What follows belongs to an exercise in optimizing a design on an open flow for small area; a production flow would make more cautious choices.
At most, simulation tests tie the RTL to the original design; equivalence was not proved.
No driver is modelled on the clock port, so clocking that relies on it looks cheaper here than on a real chip.
No activity file was given, so power comes from the tool's default toggle rates.

== lane 1 ==
// uart_fifo
module uart_fifo (
    input clk,
    input reset,
    output tx,
    input tx_en,
    input [7:0] tx_data,
    output tx_full,
    input rx,
    input rx_en,
    output [7:0] rx_data,
    output rx_empty
);
export LEC_CHECK = 0
export CAP_MARGIN = 20
export CORE_MARGIN = 2
export CORE_UTILIZATION = 70
export PLACE_DENSITY = 0.8
export SLEW_MARGIN = 20
create_clock -name core_clock -period 10.0 [get_ports {clk}]
standard.sh (not shown) runs the stock make flow with config.mk's settings and CLKGATE_MAP_FILE= SYNTH_SCRIPT=/design/flow/synth_recipe.tcl, a recipe that flattens the netlist after the stock synthesis.
==> flow/flow/run.sh <==
#!/bin/bash
# The standard layout (standard.sh, unchanged synthesis), with these changes:
#  - at the end of floorplan, flow/post_floorplan.tcl re-maps the synthesized
#    logic for area with OpenROAD's restructure (registers untouched);
#  - the ports get the smallest buffer (buf_1);
#  - the clock tree is hand-built (flow/ct_lib.tcl) instead of by TritonCTS:
#    the flip-flops are split by recursive bisection of their placement into
#    groups of at most 22, each driven by an inv_8 at its centroid, all driven
#    by one inv_12 fed by the clock port (two inversions, so the flip-flops see
#    the clock's own polarity). flow/pre_cts.tcl first puts in a buffer tree of
#    the same shape so that CTS finds no clock net to work on; flow/post_cts.tcl
#    then replaces it with the inverters (after CTS's repair_clock_inverters);
#  - flow/post_cts.tcl then also gives each logic cell the smallest drive of
#    its kind that keeps timing, makes each clock-tree inverter as small as a 110 ps
#    flip-flop clock-pin slew target (on placement parasitics) allows, and then
#    runs CTS's usual timing repair.
# Each tool's output is in the ORFS logs under orfs/logs; make's in standard.log.
set -euo pipefail
F=$(cd "$(dirname "$0")" && pwd)
export POST_FLOORPLAN_TCL=$F/post_floorplan.tcl
export PRE_CTS_TCL=$F/pre_cts.tcl
export CTS_ARGS="-clk_nets clk -dont_use_dummy_load -buf_list sky130_fd_sc_hd__clkbuf_8"
export BUFFER_PORTS_ARGS="-buffer_cell sky130_fd_sc_hd__buf_1"
export SKIP_CTS_REPAIR_TIMING=1
export POST_CTS_TCL=$F/post_cts.tcl
bash standard.sh finish > standard.log 2>&1
Other scripts of this flow, unchanged in this note and not shown: flow/flow/ct_lib.tcl, flow/flow/filter_lib.py, flow/flow/post_cts.tcl, flow/flow/post_floorplan.tcl, flow/flow/pre_cts.tcl
Lane 1 finished every step from synthesis to the final layout, and the layout passed the timing, DRC and antenna checks.
## Diff of input files: lane 2 against lane 1
- SLEW_MARGIN now 0, was 20
- CAP_MARGIN now 0, was 20
### Flow results
- Sequential cell count: lane 1 vs lane 2 identical
- Diff lane 1 -> lane 2: relative slew slack now smaller; minimum period implied by the final worst setup slack now larger; footprint of the multi-input gates now smaller; maximum frequency comparable.
- The wire length of lane 2 was inferior to that of lane 1.

v45:
Another version of the RTL of uart_fifo (not shown whole).
clock: 10.0 ns
lec_check: 0
cap_margin: 20
core_margin: 2
core_utilization: 40
place_density: 0.6
slew_margin: 20
==> flow/flow/run.sh <==
#!/bin/bash
# The standard layout, with a lighter clock tree (small clock buffers, no
# dummy loads) and the smallest buffer on the ports.
set -euo pipefail
export CTS_ARGS="-sink_clustering_enable -repair_clock_nets -dont_use_dummy_load -buf_list sky130_fd_sc_hd__clkbuf_8 -sink_clustering_size 30"
export BUFFER_PORTS_ARGS="-buffer_cell sky130_fd_sc_hd__buf_1"
export REMOVE_ABC_BUFFERS=1
bash standard.sh finish > standard.log 2>&1
For v17, these inputs were changed with respect to v45:
==> flow/flow/run.sh <==
#!/bin/bash
# The standard layout, with a lighter clock tree (small clock buffers, no
# dummy loads) and the smallest buffer on the ports.
set -euo pipefail
export CTS_ARGS="-sink_clustering_enable -repair_clock_nets -dont_use_dummy_load -buf_list sky130_fd_sc_hd__clkbuf_8"
export BUFFER_PORTS_ARGS="-buffer_cell sky130_fd_sc_hd__buf_1"
bash standard.sh finish > standard.log 2>&1
Results
Final cycle utilization of the critical path for v17 is lower than for v45. Compared to v45, v17 has worst hold slack after final layout 0.0050 ns lower. Compared v17 vs v45, and switching power as a share of total power is down in v17. v17 vs v45, total wirelength of the detailed-routed design went up by about 1.3%. Reported for v17 and v45, buffers plus inverters on the worst setup path turned out identical to the last digit.
The inputs of v52 differ from those of v17 as listed below.
==> flow/flow/run.sh <==
#!/bin/bash
# The standard layout, with a lighter clock tree (small clock buffers, no
# dummy loads) and the smallest buffer on the ports.
set -euo pipefail
export CTS_ARGS="-sink_clustering_enable -repair_clock_nets -dont_use_dummy_load -buf_list sky130_fd_sc_hd__clkbuf_16 -sink_clustering_size 45"
export BUFFER_PORTS_ARGS="-buffer_cell sky130_fd_sc_hd__buf_1"
export REMOVE_ABC_BUFFERS=1
bash standard.sh finish > standard.log 2>&1
[summary]
Route | v52 vs v17 | wire shorter in v52. The run showing the smaller met1 layer usage reported by global route is v52. Total power of v52 is higher than that of v17. The share of total power in combinational logic on v52 is in line with that on v17. The post-synthesis to final-layout area growth of v52 is higher than that of v17. In v52 relative to v17, routed length on met2 had gone down by a few percent. Fraction of area in multi-input gates: v52 and v17 compared, higher one is v17. Delta (v52 minus v17): detailed placer's ending HPWL dropped 160 um, fraction of power consumed by the clock network increased 9.0 points, multiplexer area fraction after synthesis barely changed.
Modified inputs, v57 compared to v52
# v52
export LEC_CHECK = 0
export CAP_MARGIN = 20
export CORE_MARGIN = 2
export CORE_UTILIZATION = 40
export PLACE_DENSITY = 0.6
export SLEW_MARGIN = 20
create_clock -name core_clock -period 10.0 [get_ports {clk}]
# v57
export LEC_CHECK = 0
export CAP_MARGIN = 20
export CORE_MARGIN = 2
export CORE_UTILIZATION = 60
export PLACE_DENSITY = 0.7
export SLEW_MARGIN = 20
create_clock -name core_clock -period 10.0 [get_ports {clk}]
==> flow/flow/run.sh <==
#!/bin/bash
# The standard layout, with a lighter clock tree (small clock buffers, no
# dummy loads) and the smallest buffer on the ports.
set -euo pipefail
export CTS_ARGS='-sink_clustering_enable -repair_clock_nets -dont_use_dummy_load -buf_list {sky130_fd_sc_hd__clkbuf_4 sky130_fd_sc_hd__clkbuf_8}'
export BUFFER_PORTS_ARGS="-buffer_cell sky130_fd_sc_hd__buf_1"
bash standard.sh finish > standard.log 2>&1
- For v52 and v57, there was not a single run that failed to finish clean.
- v57 vs v52: switching power total down
- When v57 is set beside v52, its final worst-path cycle share turns out to be 0.65 points larger.
- Taking v52 as the reference point, the area of the die of v57 falls by 32%.
- Compared with v52, v57 shows a detailed-routed wire length on met3 that is 38 um higher.
- Minimum clock period after layout came out higher on v57 than on v52.
No run of this note included a check of the RTL's function; only the layout flow was run.

RTL: one of the versions met above, not the one the previous note started from.
Size: about 310 cells after synthesis, ~170 flip-flops, ~24 I/O pins, ~0.0060 mm² of cells after synthesis.
export LEC_CHECK = 0
export CAP_MARGIN = 0
export CORE_MARGIN = 2
export CORE_UTILIZATION = 70
export PLACE_DENSITY = 0.8
export SLEW_MARGIN = 0
create_clock -name core_clock -period 10.0 [get_ports {clk}]
==> flow/flow/run.sh <==
#!/bin/bash
# The standard layout (standard.sh, unchanged synthesis), with these changes:
#  - at the end of floorplan, flow/post_floorplan.tcl re-maps the synthesized
#    logic for area with OpenROAD's restructure (registers untouched);
#  - the ports get the smallest buffer (buf_1);
#  - the clock tree is hand-built (flow/ct_lib.tcl) instead of by TritonCTS:
#    the flip-flops are split by recursive bisection of their placement into
#    groups of at most 25, each driven by an inv_8 at its centroid, all driven
#    by one inv_8 fed by the clock port (two inversions, so the flip-flops see
#    the clock's own polarity). flow/pre_cts.tcl first puts in a buffer tree of
#    the same shape so that CTS finds no clock net to work on; flow/post_cts.tcl
#    then replaces it with the inverters (after CTS's repair_clock_inverters);
#  - flow/post_cts.tcl then also gives each logic cell the smallest drive of
#    its kind that keeps timing, makes each clock-tree inverter as small as a 120 ps
#    flip-flop clock-pin slew target (on placement parasitics) allows, and then
#    runs CTS's usual timing repair.
# Each tool's output is in the ORFS logs under orfs/logs; make's in standard.log.
set -euo pipefail
F=$(cd "$(dirname "$0")" && pwd)
export POST_FLOORPLAN_TCL=$F/post_floorplan.tcl
export PRE_CTS_TCL=$F/pre_cts.tcl
export CTS_ARGS="-clk_nets clk -dont_use_dummy_load -buf_list sky130_fd_sc_hd__clkbuf_8"
export BUFFER_PORTS_ARGS="-buffer_cell sky130_fd_sc_hd__buf_1"
export SKIP_CTS_REPAIR_TIMING=1
export POST_CTS_TCL=$F/post_cts.tcl
bash standard.sh finish > standard.log 2>&1
==> flow/flow/post_floorplan.tcl <==
# Run at the end of floorplan: re-map the synthesized logic for area with
# OpenROAD's restructure (ABC), from a copy of the library without the
# platform's don't-use cells. Registers are not touched.
set rmp_dir $::env(RESULTS_DIR)/rmp
file mkdir $rmp_dir
set rmp_lib $rmp_dir/restructure.lib
exec python3 [file dirname [info script]]/filter_lib.py \
  $::env(PLATFORM_DIR)/lib/sky130_fd_sc_hd__tt_025C_1v80.lib $rmp_lib $::env(DONT_USE_CELLS)
log_cmd restructure -target area -liberty_file $rmp_lib \
  -tielo_port sky130_fd_sc_hd__conb_1/LO -tiehi_port sky130_fd_sc_hd__conb_1/HI \
  -work_dir $rmp_dir
Other scripts of this flow, unchanged in this note and not shown: flow/flow/ct_lib.tcl, flow/flow/filter_lib.py, flow/flow/post_cts.tcl, flow/flow/pre_cts.tcl
The starting point ran to the end with no violations.
Edit:
CORE_UTILIZATION = 77   (was 70)
PLACE_DENSITY = 0.86   (was 0.8)
Outcome: The changed run completed with no timing, DRC or antenna violations; routed wire length rose by a little under a tenth; setup slack gets worse by 19 ps; flip-flop and latch count is unchanged; design area is about the same; sequential power rose slightly; worst hold slack gets better by 11 ps; final cell count fell slightly; die area fell by a little under a tenth; sequential share of layout area barely changes.
Edit:
--- a/flow/flow/run.sh
+++ b/flow/flow/run.sh
@@ -3,3 +3,4 @@
 #  - at the end of floorplan, flow/post_floorplan.tcl re-maps the synthesized
-#    logic for area with OpenROAD's restructure (registers untouched);
+#    logic for area with three passes of OpenROAD's restructure (registers
+#    untouched);
 #  - the ports get the smallest buffer (buf_1);
--- a/flow/flow/post_floorplan.tcl
+++ b/flow/flow/post_floorplan.tcl
@@ -8,4 +8,7 @@
   $::env(PLATFORM_DIR)/lib/sky130_fd_sc_hd__tt_025C_1v80.lib $rmp_lib $::env(DONT_USE_CELLS)
-log_cmd restructure -target area -liberty_file $rmp_lib \
-  -tielo_port sky130_fd_sc_hd__conb_1/LO -tiehi_port sky130_fd_sc_hd__conb_1/HI \
-  -work_dir $rmp_dir
+# Three passes: the later ones find a little more.
+foreach pass {1 2 3} {
+  log_cmd restructure -target area -liberty_file $rmp_lib \
+    -tielo_port sky130_fd_sc_hd__conb_1/LO -tiehi_port sky130_fd_sc_hd__conb_1/HI \
+    -work_dir $rmp_dir
+}
The changed run finished clean. Clock skew goes up by 5.0 ps. Synthesized area is unchanged. Sequential cell count does not change. Final area hardly moves. Hold slack improved by 16 ps. Total power is about the same. Wire length goes down by 5.8%. Register-to-register slack got worse by 550 ps.

[port drivers added, routing unchanged]
Ports are ideal in the flow. The routed layouts listed here were re-timed in OpenROAD.
Step 1 (the two cells are an assumption about what drives the block):
set clk [get_ports {clk}]
set_driving_cell -lib_cell sky130_fd_sc_hd__clkbuf_16 $clk
set_driving_cell -lib_cell sky130_fd_sc_hd__buf_2 [delete_from_list [all_inputs] $clk]
Step 2 times the ports against the registers' clock, not the clock port: input delays grow and output delays shrink by t, the midpoint of the rising clock arrivals with the driver on.
Slacks: ideal / step 1 / step 2; pairs: ideal / step 1.
run | t, ns | slack for setup (ns) | hold slack, ns
lane 1 | 0.232 | 6.451 / 6.395 / 6.627 | 0.384 / 0.384 / 0.384
lane 2 | 0.233 | 6.446 / 6.389 / 6.622 | 0.381 / 0.381 / 0.381
v45 | 0.469 | 6.089 / 6.052 / 6.429 | 0.382 / 0.382 / 0.382
v17 | 0.447 | 6.137 / 6.100 / 6.500 | 0.377 / 0.377 / 0.377
v52 | 0.450 | 6.121 / 6.082 / 6.433 | 0.380 / 0.380 / 0.380
v57 | 0.466 | 6.056 / 6.020 / 6.460 | 0.394 / 0.394 / 0.394
the first run of note 3 | 0.248 | 6.421 / 6.373 / 6.621 | 0.380 / 0.380 / 0.380
the second run of note 3 | 0.248 | 6.401 / 6.354 / 6.602 | 0.392 / 0.392 / 0.392
the third run of note 3 | 0.251 | 6.196 / 6.196 / 6.111 | 0.408 / 0.408 / 0.408
After both steps every run listed still meets setup and hold. The setup slack of the third run of note 3, which loses most, moves by 0.000 ns with the drivers and by -0.085 ns with both steps.
